What follows belongs to an exercise in optimizing a design on an open flow for small area; a production flow would make more cautious choices. In this exercise RTL edits were held to simulation tests only and were not proved equivalent to the original. Power and IR drop assume default switching activity.

Design calc_func_top, start of the top module:
module calc_func_top(
    input clk,
    input rst,
    input [15:0] sw,
    input btnC,
    input btnU,
    input btnD,
    input btnR,
    input btnL,
    output [3:0] an,
    output [6:0] seg,
    output dp,
    output [15:0] led
    );
    wire [7:0] a = sw[15:8];
    wire [7:0] b = sw[7:0];
    reg [3:0] dcnt;
    always @(posedge clk)
        if (rst) dcnt <= 4'd0;
        else     dcnt <= {dcnt[2:0], dcnt[3] ^ dcnt[2] ^ (dcnt[2:0] == 3'd0)};
    wire sen  = (dcnt == 4'd13);     
    wire post = (dcnt == 4'd10);     
    localparam [4:0] S20 = 5'b11011, S21 = 5'b10110;
    reg [4:0] cc, cu, cd, cr, cl;
    always @(posedge clk)
        if (rst | sen) begin
            cc <= (btnC & ~rst) ? step(cc) : 5'd0;
            cu <= (btnU & ~rst) ? step(cu) : 5'd0;
            cd <= (btnD & ~rst) ? step(cd) : 5'd0;
            cr <= (btnR & ~rst) ? step(cr) : 5'd0;
            cl <= (btnL & ~rst) ? step(cl) : 5'd0;
        end
    function [4:0] step(input [4:0] c);
        step = (c == S21) ? S21 : {c[3:0], ~(c[4] ^ c[2])};
    endfunction
    wire lvl_c = (cc == S20) | (cc == S21);
    wire lvl_u = (cu == S20) | (cu == S21);
    wire lvl_d = (cd == S20) | (cd == S21);
    wire lvl_r = (cr == S20) | (cr == S21);
    wire lvl_l = (cl == S20) | (cl == S21);
    wire add_p  = post & (cu == S20);
  ...
Size in the first run: about 120 flip-flops, about 51 I/O pins, about 0.0079 mm² of cells after synthesis.
clock: 35.0 ns
lec_check: 0
cap_margin: 20
core_margin: 2
core_utilization: 40
slew_margin: 20
standard.sh (not shown) runs the stock make flow with config.mk's settings and CLKGATE_MAP_FILE= SYNTH_SCRIPT=/design/flow/synth_recipe.tcl, a recipe that flattens the netlist after the stock synthesis.
==> flow/flow/run.sh <==
#!/bin/bash
# Layout flow: the standard flow (standard.sh) with these changes.
#  - Synthesis: synth_recipe.tcl with Yosys's internal "abc -fast" skipped
#    (synth -noabc), so extract_fa sees the adder cells as the RTL writes
#    them, and the final abc run using flow/abc_area.script (the ORFS speed
#    script with delay relaxed and without the buffering and upsizing steps).
#    Register inference and mapping are unchanged.
#  - Port buffers are buf_1 cells; synthesis buffers are removed at floorplan.
#  - Clock tree built from clkbuf_4 cells, without dummy loads.
# Each tool's output goes to standard_flow.log; ORFS also keeps its per-step
# logs under orfs/logs.
set -euo pipefail
work=$PWD
{
  sed '1s/yosys synth -nofsm -noshare /yosys synth -nofsm -noshare -noabc /' synth_recipe.tcl | head -1
  cat <<TCL
proc abc {args} {
  set i [lsearch -exact \$args -script]
  if { \$i >= 0 } { lset args [expr {\$i + 1}] $work/flow/abc_area.script }
  yosys abc {*}\$args
}
TCL
  tail -n +2 synth_recipe.tcl
} > custom_synth.tcl
grep -q -- '-noabc' custom_synth.tcl
bash standard.sh "SYNTH_SCRIPT=$work/custom_synth.tcl" \
  "BUFFER_PORTS_ARGS=-buffer_cell sky130_fd_sc_hd__buf_1" REMOVE_ABC_BUFFERS=1 \
  "CTS_ARGS=-sink_clustering_enable -repair_clock_nets -dont_use_dummy_load -buf_list sky130_fd_sc_hd__clkbuf_4" \
  finish > standard_flow.log 2>&1
==> flow/flow/abc_area.script <==
&get -n
&st
&dch
&nf -R 1000
&st
&syn2
&if -g -K 6
&synch2
&nf -R 1000
&st
&syn2
&if -g -K 6
&synch2
&nf -R 1000
&st
&syn2
&if -g -K 6
&synch2
&nf -R 1000
&st
&syn2
&if -g -K 6
&synch2
&nf -R 1000
&st
&syn2
&if -g -K 6
&synch2
&nf -R 1000
&put
topo
stime -c
dnsize -c
The starting point ran to the end with no violations.
Rerun with:
--- a/flow/config.mk
+++ b/flow/config.mk
@@ -10 +10,3 @@
-export CORE_UTILIZATION = 40
+export CORE_UTILIZATION = 60
+export GPL_ROUTABILITY_DRIVEN = 0
+export GPL_TIMING_DRIVEN = 0
Result: The changed run ran to the end with no violations; die area went down by 33%; critical path depth is unchanged; cell area went down by 1.8%; wire length went down by 6.5%; clock skew went down by 6.2 ps; area after synthesis is unchanged; setup slack got worse by 580 ps; final cell count went down by 11%; power hardly moves; non-clock buffer count went down by 8.
Rerun with:
--- a/flow/config.mk
+++ b/flow/config.mk
@@ -8 +8 @@
-export CAP_MARGIN = 20
+export CAP_MARGIN = 0
@@ -10,4 +10,2 @@
-export CORE_UTILIZATION = 60
-export GPL_ROUTABILITY_DRIVEN = 0
-export GPL_TIMING_DRIVEN = 0
-export SLEW_MARGIN = 20
+export CORE_UTILIZATION = 40
+export SLEW_MARGIN = 0
=> Fmax grows by 2.5%. Worst hold slack improves by 13 ps. Die area grows by 48%.
Rerun with:
--- a/flow/config.mk
+++ b/flow/config.mk
@@ -10 +10,2 @@
-export CORE_UTILIZATION = 40
+export CORE_UTILIZATION = 75
+export GPL_TIMING_DRIVEN = 0
Outcome: The changed run completed with no timing, DRC or antenna violations; hold slack got worse by 25 ps; combinational power goes down by about 0.5%; routed wire length goes down by 6.3%; cell count goes down by 15%; setup slack got worse by 620 ps; utilization goes up by 37 points; total power goes down by 0.82%; final area goes down by 2.8%; sequential share of layout area goes up by 1.2 points; clock power goes down by 4.0%.

Another version of the RTL of calc_func_top (not shown whole).
Size: roughly 120 flip-flops, ~8600 µm² of cells after synthesis.
export LEC_CHECK = 0
export CAP_MARGIN = 20
export CORE_MARGIN = 2
export CORE_UTILIZATION = 40
export CTS_BUF_LIST = sky130_fd_sc_hd__clkbuf_4
export SLEW_MARGIN = 20
create_clock -name core_clock -period 35.0 [get_ports {clk}]
==> flow/flow/run.sh <==
#!/bin/bash
set -euo pipefail
bash standard.sh "BUFFER_PORTS_ARGS=-buffer_cell sky130_fd_sc_hd__buf_1" REMOVE_ABC_BUFFERS=1 \
  "CTS_ARGS=-sink_clustering_enable -repair_clock_nets -dont_use_dummy_load -sink_clustering_size 30 -sink_buffer_max_cap_derate 1.0 -buf_list sky130_fd_sc_hd__clkbuf_4" \
  finish > standard_flow.log 2>&1
Edit:
==> flow/flow/run.sh (replaced) <==
#!/bin/bash
# Standard layout, with plain buf_1 cells as the port buffers and the
# synthesis buffers removed at floorplan (timing has ample slack).
set -euo pipefail
bash standard.sh "BUFFER_PORTS_ARGS=-buffer_cell sky130_fd_sc_hd__buf_1" REMOVE_ABC_BUFFERS=1 finish > standard_flow.log 2>&1
Outcome: Via count hardly moves. Core utilization climbs by 0.68 points. Die area does not change. Setup slack gets worse by 0.015 ns. Sequential cell count is unchanged. Wire length climbs by 0.56%. Clock power climbs by 52%.
Edit:
==> flow/run.sh (new file) <==
#!/bin/bash
# synth_recipe.tcl (not shown) runs the flow's synth.tcl, then flattens the netlist and writes it again
# the make line also repeats each setting of config.mk as NAME=value (left out here)
make -C /OpenROAD-flow-scripts/flow DESIGN_CONFIG=/design/flow/config.mk WORK_HOME=/design/flow/orfs CLKGATE_MAP_FILE= SYNTH_SCRIPT=/design/flow/synth_recipe.tcl finish
CTS_BUF_LIST = sky130_fd_sc_hd__clkbuf_8   (was sky130_fd_sc_hd__clkbuf_4)
CTS_CLUSTER_SIZE = 30   (was default)
removed: flow/flow/run.sh
removed: flow/standard.sh
Outcome: The new run produced a clean layout; die area is unchanged; utilization rose by 1.5 points; count of clock-buffer cells in the layout fell by 1; total power rose by 5.2%; register-to-register slack got worse by 0.05 ns; flip-flop and latch count does not change; critical path depth fell by 2; worst setup slack got worse by 0.88 ns; global-route usage hardly moves; wire length barely changes.
Edit:
==> flow/flow/run.sh (new file) <==
#!/bin/bash
set -euo pipefail
bash standard.sh "BUFFER_PORTS_ARGS=-buffer_cell sky130_fd_sc_hd__buf_1" REMOVE_ABC_BUFFERS=1 \
  "CTS_ARGS=-sink_clustering_enable -repair_clock_nets -dont_use_dummy_load -buf_list sky130_fd_sc_hd__clkbuf_4" \
  finish > standard_flow.log 2>&1
==> flow/standard.sh (new file) <==
#!/bin/bash
# synth_recipe.tcl (not shown) runs the flow's synth.tcl, then flattens the netlist and writes it again
# the make line also repeats each setting of config.mk as NAME=value (left out here)
make -C /OpenROAD-flow-scripts/flow DESIGN_CONFIG=/design/flow/config.mk WORK_HOME=/design/flow/orfs CLKGATE_MAP_FILE= SYNTH_SCRIPT=/design/flow/synth_recipe.tcl "${@:-finish}"
CTS_BUF_LIST = sky130_fd_sc_hd__clkbuf_4   (was sky130_fd_sc_hd__clkbuf_8)
CTS_CLUSTER_SIZE = default   (was 30)
removed: flow/run.sh
Result: The changed run went through all stages and came out clean. Wire length goes down by 0.61%. Die area is unchanged. Sequential share of layout area goes up by 1.8 points. Critical path depth goes up by 2. Clock power goes down by 43%. Sequential power barely changes. Final cell count goes down by 0.91%. Via count goes down by 1.1%.

## what the ideal ports hide
In the flow no input, the clock included, has a driving cell. The finished layouts below were timed again as built, in two steps.
Step 1 sets driving cells, clkbuf_16 on the clock port and buf_2 on the other inputs (assumed; they add their load-dependent delay and slew).
Step 2 times the ports against the registers' clock, not the clock port: input delays grow and output delays shrink by t, the midpoint of the rising clock arrivals with the driver on.
Slacks: ideal / step 1 / step 2; pairs: ideal / step 1.
run	t, ns	setup WS [ns]	worst register clock-pin slew, ns
the first run of note 1	0.543	12.158 / 12.164 / 11.621	0.11 / 0.11
the second run of note 1	0.501	11.583 / 11.581 / 11.080	0.10 / 0.10
the third run of note 1	0.542	12.159 / 12.162 / 11.620	0.11 / 0.11
the fourth run of note 1	0.502	11.542 / 11.543 / 11.041	0.11 / 0.11
the first run of note 2	0.518	14.858 / 14.869 / 14.351	0.10 / 0.10
the second run of note 2	0.530	14.843 / 14.853 / 14.324	0.10 / 0.10
the third run of note 2	0.452	13.961 / 13.973 / 13.521	0.07 / 0.07
the fourth run of note 2	0.518	14.858 / 14.869 / 14.351	0.10 / 0.10
After both steps setup and hold are still met in every run listed. For the third run of note 1, which loses most, drivers alone change the setup slack by +0.003 ns; drivers and shift together by -0.539 ns.
